This is an optimization exercise on Yosys and OpenROAD, whose aim is small area, a short achievable clock period and few clock cycles, not a production implementation.
At most, simulation tests tie the RTL to the original design; equivalence was not proved.
Power figures rest on the tool's default switching activity, not on a simulated workload.

== main ==
==> flow/design.v <==
module HW2_divider(Clk, Rst, St, Divisor, Dividend, Quotient, Remainder, Overflow, Done);
	input Clk, Rst, St;
	input [15:0] Divisor;
	input [15:0] Dividend;
	output [15:0] Quotient;
	output [15:0] Remainder;
	output Overflow;
	output reg Done;
	reg [15:0] R;      
	reg [15:0] Bn;     
	wire [15:0] B = ~Bn;
	reg [15:0] Q;      
	reg [2:0] cnt;     
	reg ovf;
	reg [2:0] e;
	always @(*) begin
		casez (Divisor)
			16'b1???????????????, 16'b01??????????????: e = 3'd0;
			16'b001?????????????, 16'b0001????????????: e = 3'd1;
			16'b00001???????????, 16'b000001??????????: e = 3'd2;
			16'b0000001?????????, 16'b00000001????????: e = 3'd3;
			16'b000000001???????, 16'b0000000001??????: e = 3'd4;
			16'b00000000001?????, 16'b000000000001????: e = 3'd5;
			16'b0000000000001???, 16'b00000000000001??: e = 3'd6;
			default: e = 3'd7;
		endcase
	end
	wire [15:0] n1 = e[2] ? {Divisor[7:0], 8'b0} : Divisor;
	wire [15:0] n2 = e[1] ? {n1[11:0], 4'b0} : n1;
	wire [15:0] n3 = e[0] ? {n2[13:0], 2'b0} : n2;
	wire [17:0] d1 = {2'b0, R} - {2'b0, B};
	wire [17:0] d2 = {2'b0, R} - {1'b0, B, 1'b0};
	wire [18:0] ca = {3'b0, R};
	wire [18:0] cb = ~{3'b0, B};
	wire [18:0] cc = ~{2'b0, B, 1'b0};
	wire [18:0] cs = ca ^ cb ^ cc;
	wire [18:0] cy = {(ca[17:0] & cb[17:0]) | (ca[17:0] & cc[17:0]) | (cb[17:0] & cc[17:0]), 1'b1};
	wire [18:0] d3 = cs + cy + 19'd1;
	wire ge1 = ~d1[17];
	wire ge2 = ~d2[17];
	wire ge3 = ~d3[18];
	wire s3 = ge3;
	wire s2 = ge2 & ~ge3;
	wire s1 = ge1 & ~ge2;
	wire s0 = ~ge1;
	wire [15:0] rn = ({16{s3}} & d3[15:0]) | ({16{s2}} & d2[15:0]) |
	                 ({16{s1}} & d1[15:0]) | ({16{s0}} & R);
	assign Quotient = Q;
	assign Remainder = R;
	assign Overflow = ovf;
	always @(posedge Clk) begin
		if (Rst)
			Done <= 1'b1;
		else if (Done)
			Done <= ~St;
		else if (cnt == 3'd0 || ovf)
			Done <= 1'b1;
	end
	always @(posedge Clk) begin
		if (Done) begin
			Bn <= ~n3;
			cnt <= e;
			if (St) begin
				R <= Dividend;
				Q <= 16'd0;
				ovf <= ~|Divisor;
			end
		end else begin
			R <= rn;
			Q <= {Q[13:0], ge2, ge3 | (ge1 & ~ge2)};
			Bn <= {2'b11, Bn[15:2]};
			cnt <= cnt - 3'd1;
		end
	end
endmodule
clock: 6.0 ns
lec_check: 0
abc_area: 1
abc_clock_period_in_ps: 2000
cap_margin: 20
core_margin: 2
core_utilization: 40
setup_slack_margin: 3.0
slew_margin: 20
standard.sh (not shown) runs the stock make flow with config.mk's settings and CLKGATE_MAP_FILE= SYNTH_SCRIPT=/design/flow/synth_recipe.tcl, a recipe that flattens the netlist after the stock synthesis.
==> flow/flow/run.sh <==
#!/bin/bash
# The standard layout, with each port buffered by a small buffer instead of
# the delay cell that buffer_ports picks by default, and synthesis leaves
# adders to abc instead of mapping them to fa/ha cells.
set -euo pipefail
bash standard.sh "BUFFER_PORTS_ARGS=-buffer_cell sky130_fd_sc_hd__buf_1" "ADDER_MAP_FILE=" finish > standard.log 2>&1
No stage failed in main, and the final checks on the layout all came back clean.
Testbench counts of main, summed over its fixed seeds: cycles 47,499.
## Diff of input files: the feature branch against main
--- a/flow/design.v
+++ b/flow/design.v
@@ -5,12 +5,11 @@
 	output [15:0] Quotient;
 	output [15:0] Remainder;
 	output Overflow;
 	output reg Done;
 	reg [15:0] R;      
-	reg [15:0] Bn;     
-	wire [15:0] B = ~Bn;
+	reg [15:0] B;      
 	reg [15:0] Q;      
 	reg [2:0] cnt;     
 	reg ovf;
 	reg [2:0] e;
 	always @(*) begin
@@ -56,20 +55,20 @@
 		else if (cnt == 3'd0 || ovf)
 			Done <= 1'b1;
 	end
 	always @(posedge Clk) begin
 		if (Done) begin
-			Bn <= ~n3;
+			B <= n3;
 			cnt <= e;
 			if (St) begin
 				R <= Dividend;
 				Q <= 16'd0;
 				ovf <= ~|Divisor;
 			end
 		end else begin
 			R <= rn;
 			Q <= {Q[13:0], ge2, ge3 | (ge1 & ~ge2)};
-			Bn <= {2'b11, Bn[15:2]};
+			B <= {2'b0, B[15:2]};
 			cnt <= cnt - 3'd1;
 		end
 	end
 endmodule
## What came out
Compared with main, in the feature branch cell count climbed about 2.8%, final instance area went up about 1.3%, synthesized netlist cell count grew by about 2.5%, area of combinational cells with multiple inputs fell 0.50%.
Of the feature branch and main, the feature branch shows the higher width of the chip, with main below it.
Testbench counts of the feature branch, summed over its fixed seeds: cycles 47,499.

Another version of the RTL of HW2_divider (not shown whole).
For scale: roughly 700 cells after synthesis, ~50 flip-flops, ~0.0048 mm² of cells after synthesis.
==> module HW2_divider, before the edit <==
module HW2_divider(Clk, Rst, St, Divisor, Dividend, Quotient, Remainder, Overflow, Done);
	input Clk, Rst, St;
	input [15:0] Divisor;
	input [15:0] Dividend;
	output [15:0] Quotient;
	output [15:0] Remainder;
	output Overflow;
	output reg Done;
	reg [15:0] R;      
	reg [15:0] D;      
	reg [15:0] Q;      
	reg ovf;
	wire z8 = ~|Divisor[15:8];
	wire [15:0] n1 = z8 ? {Divisor[7:0], 8'b0} : Divisor;
	wire z4 = ~|n1[15:12];
	wire [15:0] n2 = z4 ? {n1[11:0], 4'b0} : n1;
	wire z2 = ~|n2[15:14];
	wire [15:0] n3 = z2 ? {n2[13:0], 2'b0} : n2;
	wire z1 = ~n3[15];
	wire [15:0] n4 = z1 ? {n3[14:0], 1'b0} : n3;
	wire [15:0] lead;
	genvar k;
	generate
		for (k = 0; k < 16; k = k + 1) begin : g_lead
			if (k == 15) begin : g_top
				assign lead[k] = Divisor[k];
			end else begin : g_low
				assign lead[k] = Divisor[k] & ~|Divisor[15:k+1];
			end
		end
	endgenerate
	wire [16:0] d1 = {1'b0, R} - {1'b0, D};          
	wire [16:0] dh = {1'b0, R} - {2'b0, D[15:1]};    
	wire c1 = ~d1[16];
	wire c2 = ~dh[16];
	wire last = Q[15];           
	wire two = ~c1 & ~last;      
	assign Quotient = Q;
	assign Remainder = R;
	assign Overflow = ovf;
	always @(posedge Clk) begin
		if (Rst)
			Done <= 1'b1;
		else if (Done)
			Done <= ~St;
		else if (ovf || (two ? Q[14] : Q[15]))
			Done <= 1'b1;
	end
	always @(posedge Clk) begin
		if (Done) begin
			D <= n4;
			if (St) begin
				R <= Dividend;
				Q <= lead;
				ovf <= ~|Divisor;
			end
		end else begin
			if (c1)
				R <= d1[15:0];
			else if (two && c2)
				R <= dh[15:0];
			if (two) begin
				Q <= {Q[13:0], 1'b0, c2};
				D <= {2'b0, D[15:2]};
			end else begin
				Q <= {Q[14:0], c1};
				D <= {1'b0, D[15:1]};
			end
		end
	end
endmodule
clock: 6.0 ns
lec_check: 0
abc_area: 1
abc_clock_period_in_ps: 2000
cap_margin: 20
core_margin: 2
core_utilization: 40
setup_slack_margin: 3.3
slew_margin: 20
==> flow/flow/run.sh <==
#!/bin/bash
# The standard layout, with each port buffered by a small buffer instead of
# the delay cell that buffer_ports picks by default.
set -euo pipefail
bash standard.sh "BUFFER_PORTS_ARGS=-buffer_cell sky130_fd_sc_hd__buf_1" finish > standard.log 2>&1
The first run passed the timing, design-rule and antenna checks.
Change:
==> flow/design.v (replaced) <==
module HW2_divider(Clk, Rst, St, Divisor, Dividend, Quotient, Remainder, Overflow, Done);
	input Clk, Rst, St;
	input [15:0] Divisor;
	input [15:0] Dividend;
	output [15:0] Quotient;
	output [15:0] Remainder;
	output Overflow;
	output reg Done;
	reg [15:0] R;      
	reg [15:0] D;      
	reg [15:0] Q;      
	reg [3:0] cnt;     
	reg ovf;
	wire [15:0] lead;
	genvar k;
	generate
		for (k = 0; k < 16; k = k + 1) begin : g_lead
			if (k == 0) begin : g0
				assign lead[k] = Divisor[15];
			end else begin : gk
				assign lead[k] = Divisor[15-k] & ~|Divisor[15:16-k];
			end
		end
	endgenerate
	reg [15:0] n4;
	reg [3:0] lz;
	integer i, j;
	always @(*) begin
		n4 = 16'd0;
		lz = 4'd0;
		for (i = 0; i < 16; i = i + 1) begin
			for (j = 0; j < 16; j = j + 1)
				if (j >= i) n4[j] = n4[j] | (lead[i] & Divisor[j-i]);
			if (lead[i]) lz = lz | i[3:0];
		end
	end
	wire z8 = lz[3], z4 = lz[2], z2 = lz[1], z1 = lz[0];
	wire [16:0] diff = {1'b0, R} - {1'b0, D};
	wire ge = ~diff[16];
	assign Quotient = Q;
	assign Remainder = R;
	assign Overflow = ovf;
	always @(posedge Clk) begin
		if (Rst)
			Done <= 1'b1;
		else if (Done)
			Done <= ~St;
		else if (cnt == 4'd0 || ovf)
			Done <= 1'b1;
	end
	always @(posedge Clk) begin
		if (Done) begin
			D <= n4;
			cnt <= {z8, z4, z2, z1};
			if (St) begin
				R <= Dividend;
				Q <= 16'd0;
				ovf <= ~|Divisor;
			end
		end else begin
			if (ge) R <= diff[15:0];
			Q <= {Q[14:0], ge};
			D <= {1'b0, D[15:1]};
			cnt <= cnt - 4'd1;
		end
	end
endmodule
After rerunning:
- clock skew is about the same
- synthesized area shrinks by about 14%
- die area shrinks by 14%
- global-route usage shrinks by 2.4 points
- critical path depth shrinks by 8
- clock power shrinks by 28%
- worst hold slack gets worse by 0.038 ns
- setup slack gets better by 0.12 ns
- utilization shrinks by 6.5 points
- combinational power shrinks by 77%
- synthesized cell count shrinks by about 14%
- total power shrinks by 59%
No functional check of the RTL was part of any run of this note.

## v6
Another version of the RTL of HW2_divider (not shown whole).
Size: ~470 cells after synthesis, about 50 flip-flops, about 69 I/O pins.
==> module HW2_divider, before the edit <==
module HW2_divider(Clk, Rst, St, Divisor, Dividend, Quotient, Remainder, Overflow, Done);
	input Clk, Rst, St;
	input [15:0] Divisor;
	input [15:0] Dividend;
	output [15:0] Quotient;
	output [15:0] Remainder;
	output Overflow;
	output reg Done;
	reg [15:0] R;      
	reg [15:0] D;      
	reg [15:0] Q;      
	reg ovf;
	wire z8 = ~|Divisor[15:8];
	wire [15:0] n1 = z8 ? {Divisor[7:0], 8'b0} : Divisor;
	wire z4 = ~|n1[15:12];
	wire [15:0] n2 = z4 ? {n1[11:0], 4'b0} : n1;
	wire z2 = ~|n2[15:14];
	wire [15:0] n3 = z2 ? {n2[13:0], 2'b0} : n2;
	wire z1 = ~n3[15];
	wire [15:0] n4 = z1 ? {n3[14:0], 1'b0} : n3;
	wire [15:0] lead;
	genvar k;
	generate
		for (k = 0; k < 16; k = k + 1) begin : g_lead
			if (k == 15) begin : g_top
				assign lead[k] = Divisor[k];
			end else begin : g_low
				assign lead[k] = Divisor[k] & ~|Divisor[15:k+1];
			end
		end
	endgenerate
	wire [16:0] diff = {1'b0, R} - {1'b0, D};
	wire ge = ~diff[16];
	assign Quotient = Q;
	assign Remainder = R;
	assign Overflow = ovf;
	always @(posedge Clk) begin
		if (Rst)
			Done <= 1'b1;
		else if (Done)
			Done <= ~St;
		else if (Q[15] || ovf)
			Done <= 1'b1;
	end
	always @(posedge Clk) begin
		if (Done) begin
			D <= n4;
			if (St) begin
				R <= Dividend;
				Q <= lead;
				ovf <= ~|Divisor;
			end
		end else begin
			if (ge) R <= diff[15:0];
			Q <= {Q[14:0], ge};
			D <= {1'b0, D[15:1]};
		end
	end
endmodule
==> flow/config.mk <==
export PLATFORM = sky130hd
export DESIGN_NAME = HW2_divider
export DESIGN_NICKNAME = HW2_divider
export VERILOG_FILES = /design/flow/design.v
export SDC_FILE = /design/flow/constraint.sdc
export NUM_CORES = 4
export LEC_CHECK = 0
export ABC_AREA = 1
export ABC_CLOCK_PERIOD_IN_PS = 2000
export CAP_MARGIN = 20
export CORE_MARGIN = 2
export CORE_UTILIZATION = 40
export SETUP_SLACK_MARGIN = 3.5
export SLEW_MARGIN = 20
==> flow/constraint.sdc <==
create_clock -name core_clock -period 6.0 [get_ports {Clk}]
set_input_delay 1.2000 -clock core_clock [delete_from_list [all_inputs] [get_ports {Clk}]]
set_output_delay 1.2000 -clock core_clock [all_outputs]
set_load 0.01 [all_outputs]
Scripts as last shown in full above: flow/flow/run.sh
#### Input delta (v7 over v6)
==> flow/design.v <==
module HW2_divider(Clk, Rst, St, Divisor, Dividend, Quotient, Remainder, Overflow, Done);
	input Clk, Rst, St;
	input [15:0] Divisor;
	input [15:0] Dividend;
	output [15:0] Quotient;
	output [15:0] Remainder;
	output Overflow;
	output reg Done;
	reg [15:0] R;      
	reg [15:0] D;      
	reg [15:0] Q;      
	reg [3:0] cnt;     
	reg ovf;
	wire [15:0] lead;
	genvar k;
	generate
		for (k = 0; k < 16; k = k + 1) begin : g_lead
			if (k == 0) begin : g0
				assign lead[k] = Divisor[15];
			end else begin : gk
				assign lead[k] = Divisor[15-k] & ~|Divisor[15:16-k];
			end
		end
	endgenerate
	reg [15:0] n4;
	reg [3:0] lz;
	integer i, j;
	always @(*) begin
		n4 = 16'd0;
		lz = 4'd0;
		for (i = 0; i < 16; i = i + 1) begin
			for (j = 0; j < 16; j = j + 1)
				if (j >= i) n4[j] = n4[j] | (lead[i] & Divisor[j-i]);
			if (lead[i]) lz = lz | i[3:0];
		end
	end
	wire z8 = lz[3], z4 = lz[2], z2 = lz[1], z1 = lz[0];
	wire [16:0] diff = {1'b0, R} - {1'b0, D};
	wire ge = ~diff[16];
	assign Quotient = Q;
	assign Remainder = R;
	assign Overflow = ovf;
	always @(posedge Clk) begin
		if (Rst)
			Done <= 1'b1;
		else if (Done)
			Done <= ~St;
		else if (cnt == 4'd0 || ovf)
			Done <= 1'b1;
	end
	always @(posedge Clk) begin
		if (Done) begin
			D <= n4;
			cnt <= {z8, z4, z2, z1};
			if (St) begin
				R <= Dividend;
				Q <= 16'd0;
				ovf <= ~|Divisor;
			end
		end else begin
			if (ge) R <= diff[15:0];
			Q <= {Q[14:0], ge};
			D <= {1'b0, D[15:1]};
			cnt <= cnt - 4'd1;
		end
	end
endmodule
==> run summary <==
- v7 ends up with a die extent in y that is 9.3 µm higher than in v6.
- v7 vs. v6: met2 routing resource usage after global routing went down 1.7 points; via count of the routed design went up 24%; layout clock buffer count went down 1; synthesized cell count went up 132.
No run of this note included a check of the RTL's function; only the layout flow was run.

[port drivers added, routing unchanged]
Ports are ideal in the flow. The routed layouts listed here were re-timed in OpenROAD. Step 1 sets driving cells, clkbuf_16 on the clock port and buf_2 on the other inputs (assumed; they add their load-dependent delay and slew). Step 2 adds t to the input delays and takes it off the output delays; t is the mean of the earliest and latest rising clock arrival at the registers after step 1. Input paths then give back, and output paths get back, about the clock's delay inside the block. Three values: ideal, step 1, step 2; two values: the first two.
run | t, ns | setup WS [ns] | worst hold slack (ns) | latest minus earliest clock arrival (ns) | cell pins on the clock port's net
main | 0.350 | 3.215 / 3.224 / 2.886 | 0.481 / 0.481 / 0.481 | 0.013 / 0.014 | 1
the feature branch | 0.340 | 3.188 / 3.199 / 2.860 | 0.477 / 0.477 / 0.477 | 0.009 / 0.009 | 1
the first run of note 2 | 0.330 | 3.287 / 3.293 / 2.963 | 0.494 / 0.494 / 0.494 | 0.005 / 0.005 | 1
the second run of note 2 | 0.347 | 3.403 / 3.408 / 3.061 | 0.456 / 0.456 / 0.456 | 0.006 / 0.006 | 1
v6 | 0.331 | 3.410 / 3.415 / 3.085 | 0.486 / 0.486 / 0.486 | 0.009 / 0.009 | 1
v7 | 0.346 | 3.594 / 3.598 / 3.252 | 0.457 / 0.457 / 0.457 | 0.008 / 0.008 | 1
After both steps every run listed still meets setup and hold.
